What follows belongs to an exercise in optimizing a design on an open flow for small area; a production flow would make more cautious choices. Only simulation tests tie the RTL to the original design; equivalence was not proved. The clock cells of run 3 come from the design's own scripts or RTL, not from TritonCTS. The flow treats the clock pin as an ideal source. Dropping or thinning the clock tree relies on that and would not hold on a real chip. No activity file was given, so power comes from the tool's default toggle rates.

===== config.mk =====
export PLATFORM = sky130hd
export DESIGN_NAME = top_led_controller
export DESIGN_NICKNAME = top_led_controller
export VERILOG_FILES = /design/flow/design.v
export SDC_FILE = /design/flow/constraint.sdc
export NUM_CORES = 4
export LEC_CHECK = 0
export CAP_MARGIN = 20
export CORE_MARGIN = 2
export CORE_UTILIZATION = 75
export PLACE_DENSITY = 0.85
export SLEW_MARGIN = 20

===== constraint.sdc =====
create_clock -name core_clock -period 10.0 [get_ports {clk}]
set_input_delay 2.0000 -clock core_clock [delete_from_list [all_inputs] [get_ports {clk}]]
set_output_delay 2.0000 -clock core_clock [all_outputs]
set_load 0.01 [all_outputs]

===== design.v =====
module cnt_decimal_0_30 (
    input  wire        clk,
    input  wire        rst,          
    input  wire        key_s2,       
    output wire [7:0]  cnt_out       
);
localparam [19:0] TERM = 20'b01111000101011110100;
localparam [19:0] PRE2 = 20'b01111100010101111010;
reg [19:0] div;
wire       tick = (div == TERM);
always @(posedge clk or posedge rst) begin
    if (rst) div <= PRE2;
    else     div <= {div[18:0], div[19] ^ div[2] ^ tick};
end
reg run_flag;
reg prev_key_s2;
always @(posedge clk or posedge rst) begin
    if (rst)
        run_flag <= 1'b1;
    else if (key_s2 & ~prev_key_s2)
        run_flag <= ~run_flag;
end
always @(posedge clk) prev_key_s2 <= key_s2;
reg [1:0] tens;
reg [3:0] ones;
assign cnt_out = {2'b00, tens, ones};
function [4:0] bcd_inc;
    input [3:0] q;
    input       en;
    reg         e0;
    begin
        e0 = en & q[0];
        bcd_inc[0] = q[0] ^ en;
        bcd_inc[1] = q[1] ^ (e0 & ~q[3]);
        bcd_inc[2] = q[2] ^ (e0 & q[1]);
        bcd_inc[3] = q[3] ^ (e0 & (q[3] | (q[1] & q[2])));
        bcd_inc[4] = e0 & q[3];
    end
endfunction
wire       step   = tick & run_flag;
wire       wrap   = step & tens[1] & tens[0];
wire [4:0] ones_n = bcd_inc(ones, step & ~wrap);
always @(posedge clk or posedge rst) begin
    if (rst) begin
        tens <= 2'd0;
        ones <= 4'd0;
    end else begin
        tens <= {tens[1] ^ ((ones_n[4] & tens[0]) | wrap), tens[0] ^ (ones_n[4] | wrap)};
        ones <= ones_n[3:0];
    end
end
endmodule
module cnt_s3_no_debounce (
    input  wire        clk,
    input  wire        rst,          
    input  wire        inc,          
    output reg [7:0]   cnt_out       
);
function [4:0] bcd_inc;
    input [3:0] q;
    input       en;
    reg         e0;
    begin
        e0 = en & q[0];
        bcd_inc[0] = q[0] ^ en;
        bcd_inc[1] = q[1] ^ (e0 & ~q[3]);
        bcd_inc[2] = q[2] ^ (e0 & q[1]);
        bcd_inc[3] = q[3] ^ (e0 & (q[3] | (q[1] & q[2])));
        bcd_inc[4] = e0 & q[3];
    end
endfunction
wire [4:0] ones_n = bcd_inc(cnt_out[3:0], inc);
wire [4:0] tens_n = bcd_inc(cnt_out[7:4], ones_n[4]);
always @(posedge clk or posedge rst) begin
    if (rst) cnt_out <= 8'h00;
    else     cnt_out <= {tens_n[3:0], ones_n[3:0]};
end
endmodule
module cnt_s3_with_debounce (
    input  wire        clk,
    input  wire        rst,          
    input  wire        inc,          
    output reg [7:0]   cnt_out       
);
function [4:0] bcd_inc;
    input [3:0] q;
    input       en;
    reg         e0;
    begin
        e0 = en & q[0];
        bcd_inc[0] = q[0] ^ en;
        bcd_inc[1] = q[1] ^ (e0 & ~q[3]);
        bcd_inc[2] = q[2] ^ (e0 & q[1]);
        bcd_inc[3] = q[3] ^ (e0 & (q[3] | (q[1] & q[2])));
        bcd_inc[4] = e0 & q[3];
    end
endfunction
wire [4:0] ones_n = bcd_inc(cnt_out[3:0], inc);
wire [4:0] tens_n = bcd_inc(cnt_out[7:4], ones_n[4]);
always @(posedge clk or posedge rst) begin
    if (rst) cnt_out <= 8'h00;
    else     cnt_out <= {tens_n[3:0], ones_n[3:0]};
end
endmodule
module key_debounce_15ms (
    input  wire        clk,
    input  wire        rst,          
    input  wire        key_in,       
    output reg         key_out,
    output reg         rise_pulse,
    output wire        raw_rise
);
localparam [20:0] START = 21'b011000101000111001100;
reg [3:0]  sync_key;
localparam [20:0] MASK = 21'h155555;
reg [20:0] cnt_s;
wire [20:0] cnt = cnt_s ^ MASK;
reg        prev_key_out;
wire differ = sync_key[3] ^ key_out;
wire at_max = &cnt[20:1];
assign raw_rise = sync_key[0] & ~sync_key[1];
always @(posedge clk or posedge rst) begin
    if (rst) begin
        sync_key     <= 4'd0;
        key_out      <= 1'b0;
        rise_pulse   <= 1'b0;
    end else begin
        sync_key     <= {sync_key[2:0], key_in};
        if (at_max)
            key_out  <= sync_key[3];
        rise_pulse   <= key_out & ~prev_key_out;
    end
end
always @(posedge clk) begin
    cnt_s        <= (differ ? {cnt[19:0], (cnt[20] ^ cnt[1]) | at_max} : START) ^ MASK;
    prev_key_out <= key_out;
end
endmodule
module led_ctrl_unit (
    input  wire        clk,
    input  wire        rst,          
    input  wire        display_en,   
    input  wire [31:0] display,      
    output wire [7:0]  led_en,       
    output wire [7:0]  led_cx        
);
localparam [17:0] TERM = 18'b000010111111010001;
localparam [17:0] INIT = 18'b110000111000111001;
reg [17:0] div;
wire       step = (div == TERM);
always @(posedge clk or posedge rst) begin
    if (rst) div <= INIT;
    else     div <= {div[16:0], div[17] ^ div[6] ^ step};
end
reg [2:0] bit_cnt;
always @(posedge clk or posedge rst) begin
    if (rst)       bit_cnt <= 3'd0;
    else         bit_cnt <= bit_cnt ^ {step & bit_cnt[1] & bit_cnt[0], step & bit_cnt[0], step};
end
reg rst_q;
reg en_q;
always @(posedge clk or posedge rst) begin
    if (rst) rst_q <= 1'b1;
    else     rst_q <= 1'b0;
end
always @(posedge clk) en_q <= display_en;
wire [3:0] digit;
wire [7:0] seg;
assign seg[0] = 1'b1;
assign seg[1] = (~digit[3] & ~digit[2] & ~digit[1]) | (digit[2] & digit[1] & digit[0]);
assign seg[2] = (~digit[2] & digit[1]) | (digit[1] & digit[0]) | (~digit[3] & ~digit[2] & digit[0]);
assign seg[3] = (digit[2] & ~digit[1]) | (digit[0]);
assign seg[4] = (digit[2] & ~digit[1] & ~digit[0]) | (digit[2] & digit[1] & digit[0]) | (~digit[3] & ~digit[2] & ~digit[1] & digit[0]);
assign seg[5] = (~digit[2] & digit[1] & ~digit[0]);
assign seg[6] = (digit[2] & digit[1] & ~digit[0]) | (digit[2] & ~digit[1] & digit[0]);
assign seg[7] = (digit[2] & ~digit[1] & ~digit[0]) | (~digit[3] & ~digit[2] & ~digit[1] & digit[0]);
wire [7:0] sel = 8'h01 << bit_cnt;
assign digit = display[{bit_cnt, 2'b00} +: 4];
assign led_en = rst_q ? 8'h00 : (en_q ? ~sel : 8'hFF);
assign led_cx = rst_q ? 8'hFD : (en_q ? seg : 8'hFF);
endmodule
module top_led_controller (
    input  wire        clk,          
    input  wire        rst,          
    input  wire        key_s2,       
    input  wire        key_s3,       
    input  wire        sw0,          
    output wire [7:0]  led_en,       
    output wire [7:0]  led_cx        
);
parameter STUDENT_ID_TEN = 4'h5;
parameter STUDENT_ID_ONE = 4'h0;
wire [7:0]  cnt_s3_no_deb_out;
wire [7:0]  cnt_s3_deb_out;
wire [7:0]  cnt_dec_0_30_out;
wire        key_s3_deb_rise;
wire        key_s3_raw_rise;
wire        key_s2_deb_out;
wire [31:0] display = {
    STUDENT_ID_TEN, STUDENT_ID_ONE,
    cnt_s3_no_deb_out, cnt_s3_deb_out, cnt_dec_0_30_out
};
led_ctrl_unit u_led_ctrl_unit (
    .clk(clk), .rst(rst), .display_en(sw0), .display(display),
    .led_en(led_en), .led_cx(led_cx)
);
key_debounce_15ms u_key_debounce_15ms_for_key_3 (
    .clk(clk), .rst(rst), .key_in(key_s3),
    .key_out(), .rise_pulse(key_s3_deb_rise), .raw_rise(key_s3_raw_rise)
);
key_debounce_15ms u_key_debounce_15ms_for_key_2 (
    .clk(clk), .rst(rst), .key_in(key_s2),
    .key_out(key_s2_deb_out), .rise_pulse(), .raw_rise()
);
cnt_s3_no_debounce u_cnt_s3_no_debounce (
    .clk(clk), .rst(rst), .inc(key_s3_raw_rise), .cnt_out(cnt_s3_no_deb_out)
);
cnt_s3_with_debounce u_cnt_s3_with_debounce (
    .clk(clk), .rst(rst), .inc(key_s3_deb_rise), .cnt_out(cnt_s3_deb_out)
);
cnt_decimal_0_30 u_cnt_decimal_0_30 (
    .clk(clk), .rst(rst), .key_s2(key_s2_deb_out), .cnt_out(cnt_dec_0_30_out)
);
endmodule

===== flow/run.sh =====
#!/bin/bash
# The standard layout with these changes:
#  - after the standard synthesis, its combinational logic is remapped for
#    area (remap.tcl); flip-flops keep the standard synthesis's names and cells
#  - port buffers are the smallest buffer (buf_1)
#  - clock tree synthesis uses clkbuf_4 and no dummy loads
# Each tool's output goes to a log file of its own in this folder (and ORFS's
# per-step logs under orfs/logs).
set -euo pipefail
FLOW_DIR="$(cd "$(dirname "${BASH_SOURCE[0]}")" && pwd)"
KNOBS=(
  "BUFFER_PORTS_ARGS=-buffer_cell sky130_fd_sc_hd__buf_1"
  "CTS_ARGS=-sink_clustering_enable -repair_clock_nets -buf_list sky130_fd_sc_hd__clkbuf_4 -dont_use_dummy_load"
)
RESULTS="orfs/results/${FLOW_PLATFORM:-sky130hd}/top_led_controller/base"

bash standard.sh "${KNOBS[@]}" synth > synth.log 2>&1

cp "$RESULTS/1_2_yosys.v" "$RESULTS/1_2_yosys_standard.v"
REMAP_LIB="$FLOW_HOME/platforms/sky130hd/lib/sky130_fd_sc_hd__tt_025C_1v80.lib" \
REMAP_DIR="$FLOW_DIR" \
REMAP_IN="$RESULTS/1_2_yosys_standard.v" \
REMAP_OUT="$RESULTS/1_2_yosys.v" \
REMAP_TOP="${FLOW_TOP:-top_led_controller}" \
  yosys -c "$FLOW_DIR/remap.tcl" > remap.log 2>&1
# make rebuilds the synthesis database from the remapped netlist
rm -f "$RESULTS/1_synth.odb" "$RESULTS/1_synth.sdc"

bash standard.sh "${KNOBS[@]}" finish > standard.log 2>&1

===== flow/dont_use.txt =====
sky130_fd_sc_hd__lpflow_bleeder_1
sky130_fd_sc_hd__lpflow_clkbufkapwr_1
sky130_fd_sc_hd__lpflow_clkbufkapwr_16
sky130_fd_sc_hd__lpflow_clkbufkapwr_2
sky130_fd_sc_hd__lpflow_clkbufkapwr_4
sky130_fd_sc_hd__lpflow_clkbufkapwr_8
sky130_fd_sc_hd__lpflow_clkinvkapwr_1
sky130_fd_sc_hd__lpflow_clkinvkapwr_16
sky130_fd_sc_hd__lpflow_clkinvkapwr_2
sky130_fd_sc_hd__lpflow_clkinvkapwr_4
sky130_fd_sc_hd__lpflow_clkinvkapwr_8
sky130_fd_sc_hd__lpflow_decapkapwr_12
sky130_fd_sc_hd__lpflow_decapkapwr_3
sky130_fd_sc_hd__lpflow_decapkapwr_4
sky130_fd_sc_hd__lpflow_decapkapwr_6
sky130_fd_sc_hd__lpflow_decapkapwr_8
sky130_fd_sc_hd__lpflow_inputiso0n_1
sky130_fd_sc_hd__lpflow_inputiso0p_1
sky130_fd_sc_hd__lpflow_inputiso1n_1
sky130_fd_sc_hd__lpflow_inputiso1p_1
sky130_fd_sc_hd__lpflow_inputisolatch_1
sky130_fd_sc_hd__lpflow_isobufsrc_1
sky130_fd_sc_hd__lpflow_isobufsrc_16
sky130_fd_sc_hd__lpflow_isobufsrc_2
sky130_fd_sc_hd__lpflow_isobufsrc_4
sky130_fd_sc_hd__lpflow_isobufsrc_8
sky130_fd_sc_hd__lpflow_isobufsrckapwr_16
sky130_fd_sc_hd__lpflow_lsbuf_lh_hl_isowell_tap_1
sky130_fd_sc_hd__lpflow_lsbuf_lh_hl_isowell_tap_2
sky130_fd_sc_hd__lpflow_lsbuf_lh_hl_isowell_tap_4
sky130_fd_sc_hd__lpflow_lsbuf_lh_isowell_4
sky130_fd_sc_hd__lpflow_lsbuf_lh_isowell_tap_1
sky130_fd_sc_hd__lpflow_lsbuf_lh_isowell_tap_2
sky130_fd_sc_hd__lpflow_lsbuf_lh_isowell_tap_4
sky130_fd_sc_hd__probe_p_8
sky130_fd_sc_hd__probec_p_8

===== flow/remap.abc =====
strash
&get -n
&deepsyn -T 20
&st
&dch -f
&nf -R 1000 -p
&put

===== flow/remap.tcl =====
# Remap the combinational logic of the standard synthesis netlist for area.
# Every flip-flop (and tie cell) instance is kept exactly as the standard
# synthesis made it: same name, same cell. Only the combinational cells are
# dissolved into logic and mapped again with ABC (remap.abc: deepsyn, choices,
# area-oriented mapping), then tie cells and pass-through buffers are added as
# ORFS's synthesis does.
yosys -import
set lib $::env(REMAP_LIB)
set dont_use {}
foreach c [split [string trim [exec cat $::env(REMAP_DIR)/dont_use.txt]] "\n"] {
  lappend dont_use -dont_use $c
}
read_liberty -ignore_miss_func $lib
blackbox sky130_fd_sc_hd__df* sky130_fd_sc_hd__conb_1
read_verilog $::env(REMAP_IN)
hierarchy -top $::env(REMAP_TOP)
flatten
opt_clean -purge
abc -liberty $lib {*}$dont_use -script $::env(REMAP_DIR)/remap.abc
splitnets
opt_clean -purge
hilomap -singleton -hicell sky130_fd_sc_hd__conb_1 HI -locell sky130_fd_sc_hd__conb_1 LO
insbuf -buf sky130_fd_sc_hd__buf_4 A X
read_liberty -lib $lib
check -assert -mapped
stat -liberty $lib
write_verilog -noattr -nohex -nodec $::env(REMAP_OUT)

===== standard.sh =====
#!/bin/bash
# synth_recipe.tcl (not shown) runs the flow's synth.tcl, then flattens the netlist and writes it again
# the make line also repeats each setting of config.mk as NAME=value (left out here)
make -C /OpenROAD-flow-scripts/flow DESIGN_CONFIG=/design/flow/config.mk WORK_HOME=/design/flow/orfs CLKGATE_MAP_FILE= SYNTH_SCRIPT=/design/flow/synth_recipe.tcl "${@:-finish}"

==> notes.md, run 1 <==
status = finished clean
endpoints failing setup = 0
HPWL Detailed = 4.757 mm
# rows = 26
first-pass GRT wire length = 12.15 mm
CTS tree = built
share of cells above drive strength 1 = 11.94%
Syn Std Cell Area = 3981 µm²
fin crit period = 5183 ps
max incr delay on CP = 620 ps
Vias/cell = 5.812
Worst-Skew Late Latency = 510 ps
setup TNS = 0 ps
Setup crit start kind = register
cell mode on critical path = nand2b_1
Initial DRT Pass Iterations = 8
Worst setup EP type = output port
highest-count cells in the layout ignoring fill and taps = 53 x dfrtp_1, 45 x nor2_1, 45 x dfxtp_1, 28 x nand2_1, 23 x dfstp_2
Diodes inserted = 0
critical-path maximum fanout = 16
RSZ-0062 raised after global routing = no
Fmax = 193.0 MHz
internal power = 606.6 µW
syn_nets = 328
final worst-path cycle share = 51.83%
most common cell after layout, fill and taps aside = dfrtp_1
1st-iter DRT viols = 150
die width = 76.86 µm
Register-to-Register Path Depth = 7
Final Max Slew Viols = 0
Fillers = 289
post-synthesis cell count = 323
I/O Pins = 21
Die Y = 76.86 µm
synthesis-to-layout area growth = 7.385%
Setup Skew = 30.83 ps
Clock power frac = 27.2%
GRT Resource Usage Total = 27.46%
kind of critical path = register to output port
wire per inst = 16.05 µm
H-tree Lvls = 4
synth warn = 5
post-CTS sizing = 0
Combinational Power Share = 4.9%
total die area = 5907 µm²
Clk pin slew, worst setup/hold paths = 90 ps
CP max-delay cell = dfrtp_1
vias in the first global route = 2606
Net Sw Frac = 23.32%
class of the worst hold path = register to register
largest net degree at the start of global routing = 77
Max Root-Sink Buffers = 2
Max IR drop VDD = 137.8 µV
Max Cap Viol = 0
final net count = 367
Flop pwr share = 67.9%
sw power = 184.5 µW
Worst Tran Pin Value = 1003 ps
initial core utilization = 77.95%
Critical Path AT = 3180 ps
pwr/cell area = 185.1 nW/µm²
Core ar. = 5107 µm²
DRC = 0
CTS Buf Count = 17
total number of vias = 2499
drt total wl = 6.901 mm
Hold Fails Final Rpt = 0
Hold WS = 324.1 ps
synthesized area per cell = 12.33 µm²
Antenna Nets Post-Route = 0
initial antenna violation count = 0
worst path cell trace = nor3b_1 -> a222oi_1 -> and3_1 -> xor2_1 -> nand2b_1 -> nand2b_1 -> and2_0 -> nand2b_1 -> nand2_1 -> a21oi_1 -> buf_1
cts-stage hold buffer count = 0
Overflow after GRT = 0
total setup buffers inserted after CTS = 0
max_slew headroom = 32.65%
Clock Tree Root = clkbuf_4
gpl congestion = 0.9140
leakage dissipation = 1.821 nW
Worst Hold Path Cells = 0
critical path data required time = 8000 ps
I/O Buffers = 19
Sink Count = 121
-- metrics by stage --
step | util (%) | total power [mW] | cell area [µm²] | instances | setup slack, ps
floorplan | - | 0.5679 | 3981 | 323 | 5579
global placement | 81.21 | 0.5817 | 4148 | 413 | 5633
detailed placement | 81.21 | 0.5853 | 4148 | 413 | 5430
CTS | 83.71 | 0.7958 | 4275 | 430 | 4874
global route | 83.71 | 0.8240 | 4275 | 430 | 4623
finish | 83.71 | 0.7912 | 4275 | 430 | 4817
-- layer usage --
metal	wire length, µm	global-route usage, %	part of all wire, %	up-vias
li1	-	-	-	1178
met1	2877	33.95	42	1228
met2	3521	44.47	51	81
met3	396	9.059	5.7	12
met4	106	12.18	1.5	0
met5	0	0	0	-
-- path summary, 6_finish.rpt --
kind                                                             endpoint                                      start  slack, ps
worst max-delay path                                            led_cx[1]                 u_led_ctrl_unit.bit_cnt[2]       4820
min in group asynchronous                      u_cnt_decimal_0_30.div[12]                                        rst       1740
worst min-delay path            u_key_debounce_15ms_for_key_2.sync_key[1]  u_key_debounce_15ms_for_key_2.sync_key[0]        320
max in group asynchronous       u_key_debounce_15ms_for_key_2.sync_key[0]                                        rst       7650
worst max register to register                 u_cnt_decimal_0_30.ones[2]                 u_cnt_decimal_0_30.div[19]       7840
worst min register to register  u_key_debounce_15ms_for_key_2.sync_key[1]  u_key_debounce_15ms_for_key_2.sync_key[0]        320
-- critical path, delay by kind of cell (launching register included) --
kind | cells | cell delay (ps)
simple gates | 7 | 1400
flops | 1 | 620
compound gates | 2 | 320
buf+inv | 1 | 160
xor+xnor | 1 | 170
-- power groups by stage --
stage          Combinational (mW)  Sequential [mW]  Clock (mW)
6_report                   0.0388            0.537       0.216
2_1_floorplan              0.0309            0.537           0
5_1_grt                    0.0455            0.541       0.238
3_3_place_gp               0.0373            0.544           0
3_5_place_dp               0.0393            0.546           0
4_1_cts                    0.0395            0.536       0.220
-- layout make-up --
class	count	area (µm²)	share of cell area [%]
Tap cell	70	87.58	2.049
Inverter	3	11.26	0.2634
Clock buffer	17	127.6	2.985
Sequential cell	121	2831	66.23
Multi-Input combinational cell	198	1131	26.46
Timing Repair Buffer	21	86.33	2.019
-- registers in the layout, indices dropped and copies added (netlist names) --
register and flops:
u_key_debounce_15ms_for_key_2.cnt_s 21, u_key_debounce_15ms_for_key_3.cnt_s 21, u_cnt_decimal_0_30.div 20, u_led_ctrl_unit.div 18, u_cnt_s3_no_debounce.cnt_out 8, u_cnt_s3_with_debounce.cnt_out 8
u_cnt_decimal_0_30.ones 4, u_key_debounce_15ms_for_key_2.sync_key 4, u_key_debounce_15ms_for_key_3.sync_key 4, u_led_ctrl_unit.bit_cnt 3, u_cnt_decimal_0_30.tens 2, u_cnt_decimal_0_30.prev_key_s2 1
u_cnt_decimal_0_30.run_flag 1, u_key_debounce_15ms_for_key_2.key_out 1, u_key_debounce_15ms_for_key_3.key_out 1, u_key_debounce_15ms_for_key_3.prev_key_out 1, u_key_debounce_15ms_for_key_3.rise_pulse 1, u_led_ctrl_unit.en_q 1
u_led_ctrl_unit.rst_q 1
==> run 2, diff against run 1 <==
--- a/flow/run.sh
+++ b/flow/run.sh
@@ -14,4 +14,5 @@
 )
 RESULTS="orfs/results/${FLOW_PLATFORM:-sky130hd}/top_led_controller/base"
+YOSYS="$(command -v yosys || echo "$FLOW_HOME/../tools/install/yosys/bin/yosys")"
 
 bash standard.sh "${KNOBS[@]}" synth > synth.log 2>&1
@@ -23,5 +24,5 @@
 REMAP_OUT="$RESULTS/1_2_yosys.v" \
 REMAP_TOP="${FLOW_TOP:-top_led_controller}" \
-  yosys -c "$FLOW_DIR/remap.tcl" > remap.log 2>&1
+  "$YOSYS" -c "$FLOW_DIR/remap.tcl" > remap.log 2>&1
 # make rebuilds the synthesis database from the remapped netlist
 rm -f "$RESULTS/1_synth.odb" "$RESULTS/1_synth.sdc"
==> run 2 against run 1 <==
Against the previous run:
- cell count is the same
- routed wire length is the same
- setup slack is the same
- critical endpoint unchanged
- largest power group unchanged
==> notes.md, run 2 <==
status = finished clean
share of cells above drive strength 1 = 11.94%
most common cell after layout, fill and taps aside = dfrtp_1
leading registers by flop count = u_key_debounce_15ms_for_key_2.cnt_s (21), u_key_debounce_15ms_for_key_3.cnt_s (21), u_cnt_decimal_0_30.div (20)
Setup Skew = 30.83 ps
Worst Tran Pin Value = 1003 ps
initial core utilization = 77.95%
Max Root-Sink Buffers = 2
Setup crit start kind = register
setup TNS = 0 ps
Clock Tree Root = clkbuf_4
Top Usage Layer GRT = met2
Fillers = 289
die width = 76.86 µm
Critical Path AT = 3180 ps
Overflow after GRT = 0
1st-iter DRT viols = 150
RSZ-0062 raised after global routing = no
Core ar. = 5107 µm²
post-CTS sizing = 0
first-pass GRT wire length = 12.15 mm
Max IR drop VDD = 137.8 µV
Diodes inserted = 0
Worst-Skew Late Latency = 510 ps
Initial DRT Pass Iterations = 8
synth warn = 5
max_slew headroom = 32.65%
CTS Buf Count = 17
post-synthesis cell count = 323
Crit Reg-Reg Startpoint = u_cnt_decimal_0_30.div[19]
total number of vias = 2499
HPWL Detailed = 4.757 mm
Max Cap Viol = 0
critical-path maximum fanout = 16
critical path data required time = 8000 ps
Die Y = 76.86 µm
multi-input logic area = 1131 µm²
FF-to-FF setup slack = 7840 ps
kind of critical path = register to output port
drt total wl = 6.901 mm
crit path launch = u_led_ctrl_unit.bit_cnt[2]
final net count = 367
Worst setup EP type = output port
design area = 4275 µm²
largest net degree at the start of global routing = 77
I/O Buffers = 19
syn_nets = 328
placed inst area = 4148 µm²
DRC = 0
worst hold start = u_key_debounce_15ms_for_key_2.sync_key[0]
Vias/cell = 5.812
pwr/cell area = 185.1 nW/µm²
endpoints failing setup = 0
wire per inst = 16.05 µm
highest-count cells in the layout ignoring fill and taps = 53 x dfrtp_1, 45 x nor2_1, 45 x dfxtp_1, 28 x nand2_1, 23 x dfstp_2
I/O Pins = 21
cts-stage hold buffer count = 0
M3 GR Usage = 9.059%
synthesized area per cell = 12.33 µm²
total setup buffers inserted after CTS = 0
Syn Std Cell Area = 3981 µm²
synthesis-to-layout area growth = 7.385%
gpl congestion = 0.9140
GR Layer Usage met2 = 44.47%
Hold Fails Final Rpt = 0
total die area = 5907 µm²
initial antenna violation count = 0
leakage dissipation = 1.821 nW
Sink Count = 121
final worst-path cycle share = 51.83%
Clk pin slew, worst setup/hold paths = 90 ps
Fmax = 193.0 MHz
fin crit period = 5183 ps
# rows = 26
Antenna Nets Post-Route = 0
class of the worst hold path = register to register
H-tree Lvls = 4
GRT Resource Usage Total = 27.46%
CTS tree = built
global routing usage on met1 = 33.95%
Register Area = 2831 µm²
Final Max Slew Viols = 0
vias in the first global route = 2606
==> run 2: cell counts in the layout (fill, tap and decap cells not counted) <==
Identical to the previous run, type by type.
==> run 2: where the power goes <==
part	internal (mW)	leakage (nW)	switching, mW
clock	0.0775	0.0782	0.138
sequential	0.512	1.32	0.0248
combinational	0.0170	0.422	0.0217
total	0.607	1.82	0.185
==> run 2: per-stage QoR <==
stage | total power, mW | utilization, % | instances | setup slack, ps | hold slack [ps]
after global routing | 0.8240 | 83.71 | 430 | 4623 | 325.3
after floorplan | 0.5679 | - | 323 | 5579 | 331.2
after CTS | 0.7958 | 83.71 | 430 | 4874 | 319.2
final | 0.7912 | 83.71 | 430 | 4817 | 324.1
after detailed placement | 0.5853 | 81.21 | 413 | 5430 | 335.5
after global placement | 0.5817 | 81.21 | 413 | 5633 | 333.5
==> run 2: worst paths after layout <==
path,to,cells past startpoint
hold / removal,u_key_debounce_15ms_for_key_2.sync_key[1],0
hold reg to reg,u_key_debounce_15ms_for_key_2.sync_key[1],0
min in group asynchronous,u_cnt_decimal_0_30.div[12],3
setup reg to reg,u_cnt_decimal_0_30.ones[2],7
setup / recovery,led_cx[1],11
max in group asynchronous,u_key_debounce_15ms_for_key_2.sync_key[0],3
==> run 2: cell type report <==
type                       instances  area share (%)
timing repair buffer              21           2.019
tap                               70           2.049
clock buffer                      17           2.985
multi-input combinational        198           26.46
sequential                       121           66.23
inverter                           3          0.2634
==> run 2: critical path, stage by stage (launching register included) <==
cell and delay, ps:
dfrtp_1 620, nor3b_1 570, a222oi_1 170, and3_1 270, xor2_1 170, nand2b_1 90, nand2b_1 90, and2_0 150
nand2b_1 140, nand2_1 90, a21oi_1 150, buf_1 160
==> run 2: layer usage <==
metal	vias up	wire [µm]
li1	1178	-
met1	1228	2877
met2	81	3521
met3	12	396
met4	0	106
met5	-	0
==> run 3, diff against run 2 <==
--- a/flow/run.sh
+++ b/flow/run.sh
@@ -4,5 +4,6 @@
 #    area (remap.tcl); flip-flops keep the standard synthesis's names and cells
 #  - port buffers are the smallest buffer (buf_1)
-#  - clock tree synthesis uses clkbuf_4 and no dummy loads
+#  - clock tree synthesis uses clkbuf_4 and no dummy loads, and its H-tree is
+#    then replaced by a flat two-level tree with fewer buffers (clock_tree.tcl)
 # Each tool's output goes to a log file of its own in this folder (and ORFS's
 # per-step logs under orfs/logs).
@@ -12,4 +13,5 @@
   "BUFFER_PORTS_ARGS=-buffer_cell sky130_fd_sc_hd__buf_1"
   "CTS_ARGS=-sink_clustering_enable -repair_clock_nets -buf_list sky130_fd_sc_hd__clkbuf_4 -dont_use_dummy_load"
+  "POST_CTS_TCL=$FLOW_DIR/clock_tree.tcl"
 )
 RESULTS="orfs/results/${FLOW_PLATFORM:-sky130hd}/top_led_controller/base"
==> flow/clock_tree.tcl (new file) <==
# POST_CTS_TCL hook: replace the H-tree that CTS built with a flat two-level
# tree. The flip-flops are split into a CLK_COLS x CLK_ROWS grid of groups with
# balanced counts; each group gets one clkbuf_4 at its centre, and one clkbuf_4
# root, fed by the clock port, drives the group buffers. With ~121 sinks this
# needs 13 buffers where the H-tree used 17.
set cols 3
set rows 4
set db [ord::get_db]
set block [ord::get_db_block]
set leaf_m [$db findMaster sky130_fd_sc_hd__clkbuf_4]
set root_m [$db findMaster sky130_fd_sc_hd__clkbuf_4]
set clk_net [[$block findBTerm clk] getNet]

# 1. find the tree's buffers and its sinks
set sinks {}
set tree_insts {}
set tree_nets {}
set work [list $clk_net]
while {[llength $work]} {
  set net [lindex $work 0]
  set work [lrange $work 1 end]
  foreach it [$net getITerms] {
    if {[$it getIoType] != "INPUT"} { continue }
    set inst [$it getInst]
    if {[string match "*clkbuf*" [[$inst getMaster] getName]]} {
      lappend tree_insts $inst
      foreach o [$inst getITerms] {
        if {[$o getIoType] == "OUTPUT" && [$o getNet] != "NULL"} {
          lappend work [$o getNet]
          lappend tree_nets [$o getNet]
        }
      }
    } else {
      lappend sinks $it
    }
  }
}
foreach it $sinks { $it disconnect }
foreach inst $tree_insts { odb::dbInst_destroy $inst }
foreach net $tree_nets { odb::dbNet_destroy $net }
puts "clock_tree: removed [llength $tree_insts] buffers; [llength $sinks] sinks"

# 2. group the sinks: columns by x, then rows by y within each column
proc sink_xy {it} {
  set b [[$it getInst] getBBox]
  list [expr {([$b xMin] + [$b xMax]) / 2}] [expr {([$b yMin] + [$b yMax]) / 2}]
}
proc split_sorted {items idx parts} {
  set s [lsort -integer -index $idx $items]
  set n [llength $s]
  set out {}
  for {set p 0} {$p < $parts} {incr p} {
    lappend out [lrange $s [expr {$p * $n / $parts}] [expr {($p + 1) * $n / $parts - 1}]]
  }
  return $out
}
set items {}
foreach it $sinks { lappend items [concat [sink_xy $it] [list $it]] }
set groups {}
foreach c [split_sorted $items 0 $cols] {
  foreach g [split_sorted $c 1 $rows] { lappend groups $g }
}

# 3. root and group buffers
set root [odb::dbInst_create $block $root_m clkbuf_flat_root]
set root_net [odb::dbNet_create $block clknet_flat_root]
$root_net setSigType CLOCK
[$root findITerm A] connect $clk_net
[$root findITerm X] connect $root_net
set i 0
set ax 0
set ay 0
foreach g $groups {
  if {![llength $g]} { continue }
  set sx 0
  set sy 0
  foreach e $g { incr sx [lindex $e 0]; incr sy [lindex $e 1] }
  set cx [expr {$sx / [llength $g]}]
  set cy [expr {$sy / [llength $g]}]
  incr ax $cx
  incr ay $cy
  set inst [odb::dbInst_create $block $leaf_m clkbuf_flat_$i]
  set net [odb::dbNet_create $block clknet_flat_$i]
  $net setSigType CLOCK
  [$inst findITerm A] connect $root_net
  [$inst findITerm X] connect $net
  $inst setLocation $cx $cy
  $inst setPlacementStatus PLACED
  foreach e $g { [lindex $e 2] connect $net }
  puts "clock_tree: buffer $i drives [llength $g] sinks"
  incr i
}
$root setLocation [expr {$ax / $i}] [expr {$ay / $i}]
$root setPlacementStatus PLACED

detailed_placement
check_placement -verbose
estimate_parasitics -placement
report_worst_slack -min
report_worst_slack -max
==> run 3 against run 2 <==
Against the previous run:
- power down 3.1%
- cell area down 0.70%
- area after synthesis unchanged
- critical path type unchanged
- largest cell class unchanged
==> notes.md, run 3 <==
Vias/cell = 5.833
pre-CTS setup slack = 5430 ps
Setup Skew = 9.988 ps
kind of critical path = register to output port
final worst-path cycle share = 51.47%
wire per inst = 16.15 µm
highest-count cells in the layout ignoring fill and taps = 53 x dfrtp_1, 45 x nor2_1, 45 x dfxtp_1, 28 x nand2_1, 23 x dfstp_2
most common cell after layout, fill and taps aside = dfrtp_1
Fmax = 194.3 MHz
initial core utilization = 77.95%
Setup crit start kind = register
initial antenna violation count = 0
final net count = 363
RSZ-0062 raised after global routing = no
Hold WS = 357.2 ps
Cells after DPL = 413
pwr/cell area = 180.7 nW/µm²
post-synthesis cell count = 323
Die Y = 76.86 µm
synth warn = 5
Worst-Skew Late Latency = 470 ps
first-pass GRT wire length = 12.10 mm
Max IR drop VDD = 143.4 µV
Core ar. = 5107 µm²
Syn Std Cell Area = 3981 µm²
DRC = 0
syn_nets = 328
Antenna Nets Post-Route = 0
fin crit period = 5147 ps
critical path data required time = 8000 ps
Worst setup EP type = output port
setup ws final = 4853 ps
GRT Resource Usage Total = 25.82%
total number of vias = 2485
gpl congestion = 0.9140
Sink Count = 121
Max Cap Viol = 0
I/O Buffers = 19
Critical Path AT = 3150 ps
critical-path maximum fanout = 16
multi-input logic area = 1131 µm²
Clk pin slew, worst setup/hold paths = 100 ps
status = finished clean
HPWL Detailed = 4.757 mm
Final Max Slew Viols = 0
Register Area = 2831 µm²
leading registers by flop count = u_key_debounce_15ms_for_key_2.cnt_s (21), u_key_debounce_15ms_for_key_3.cnt_s (21), u_cnt_decimal_0_30.div (20)
Diodes inserted = 0
Finished Layout Cells = 426
vias in the first global route = 2608
share of cells above drive strength 1 = 10.96%
largest net degree at the start of global routing = 77
drt total wl = 6.879 mm
Initial DRT Pass Iterations = 4
endpoints failing setup = 0
# rows = 26
class of the worst hold path = register to register
I/O Pins = 21
Hold Fails Final Rpt = 0
total die area = 5907 µm²
Overflow after GRT = 0
setup TNS = 0 ps
FF-to-FF setup slack = 7840 ps
Fillers = 287
Worst Tran Pin Value = 987.1 ps
leakage dissipation = 1.803 nW
max_slew headroom = 33.72%
synthesized area per cell = 12.33 µm²
synthesis-to-layout area growth = 6.631%
1st-iter DRT viols = 97
die width = 76.86 µm
[run 3: cell count changes in the layout (fill, tap and decap cells not counted), sizes merged]
| cell | change |
|---|---|
| clkbuf | -4 |
[run 3: path summary, 6_finish.rpt]
path / from / to / cells past startpoint
worst max-delay path: u_led_ctrl_unit.bit_cnt[2] / led_cx[1] / 11
worst min-delay path: u_key_debounce_15ms_for_key_2.sync_key[0] / u_key_debounce_15ms_for_key_2.sync_key[1] / 0
worst max register to register: u_cnt_decimal_0_30.div[19] / u_cnt_decimal_0_30.ones[3] / 7
worst min register to register: u_key_debounce_15ms_for_key_2.sync_key[0] / u_key_debounce_15ms_for_key_2.sync_key[1] / 0
max in group asynchronous: rst / u_key_debounce_15ms_for_key_3.rise_pulse / 3
min in group asynchronous: rst / u_cnt_decimal_0_30.div[2] / 3
[run 3: final cells by class]
class	count	area share [%]
multi-input combinational	198	26.64
buffer	13	2.299
tap	70	2.063
timing repair buffer	21	2.034
inverter	3	0.2653
sequential	121	66.70
[run 3: layer usage]
layer | routed length (µm) | track usage (%)
met5 | 0 | 0
met4 | 189 | 8.364
met3 | 326 | 4.471
met2 | 3456 | 43.95
met1 | 2906 | 34.21
[run 3: critical path: stages, from the launching register on]
cell,delay [ps]
dfrtp_1,630
nor3b_1,560
a222oi_1,170
and3_1,270
xor2_1,180
nand2b_1,90
nand2b_1,90
and2_0,150
nand2b_1,140
nand2_1,80
a21oi_1,160
buf_1,170
[run 3: through the flow]
| step | total power, mW | util (%) | instance area (µm²) |
|---|---|---|---|
| 6_report | 0.7670 | 83.12 | 4245 |
| 5_1_grt | 0.7984 | 83.12 | 4245 |
| 3_5_place_dp | 0.5853 | 81.21 | 4148 |
| 3_3_place_gp | 0.5817 | 81.21 | 4148 |
| 2_1_floorplan | 0.5679 | - | 3981 |
[run 3: report_power, final]
part	internal [mW]	switching, mW
clock	0.0599	0.131
sequential	0.512	0.0248
combinational	0.0170	0.0220

==> what the ideal ports hide <==
The results above use ideal ports. As a check the final layouts listed here were re-extracted and re-timed, cells and wires unchanged. Step 1 (the two cells are an assumption about what drives the block):
set clk [get_ports {clk}]
set_driving_cell -lib_cell sky130_fd_sc_hd__clkbuf_16 $clk
set_driving_cell -lib_cell sky130_fd_sc_hd__buf_2 [delete_from_list [all_inputs] $clk]
Step 2, shift: input delay + t, output delay - t, t = (earliest + latest rising clock arrival at the registers) / 2. This alone moves slack from input paths to output paths. Three values: ideal, step 1, step 2; two values: the first two.
run	shift t [ns]	setup WS [ns]	worst setup path at the end	worst data-port slew with drivers (ns)	pins driven straight from the clock port
run 1	0.514	4.817 / 4.787 / 5.301	register to output	0.03	1
run 2	0.514	4.817 / 4.787 / 5.301	register to output	0.03	1
run 3	0.494	4.853 / 4.821 / 5.315	register to output	0.04	1
After both steps setup and hold are still met in every run listed.
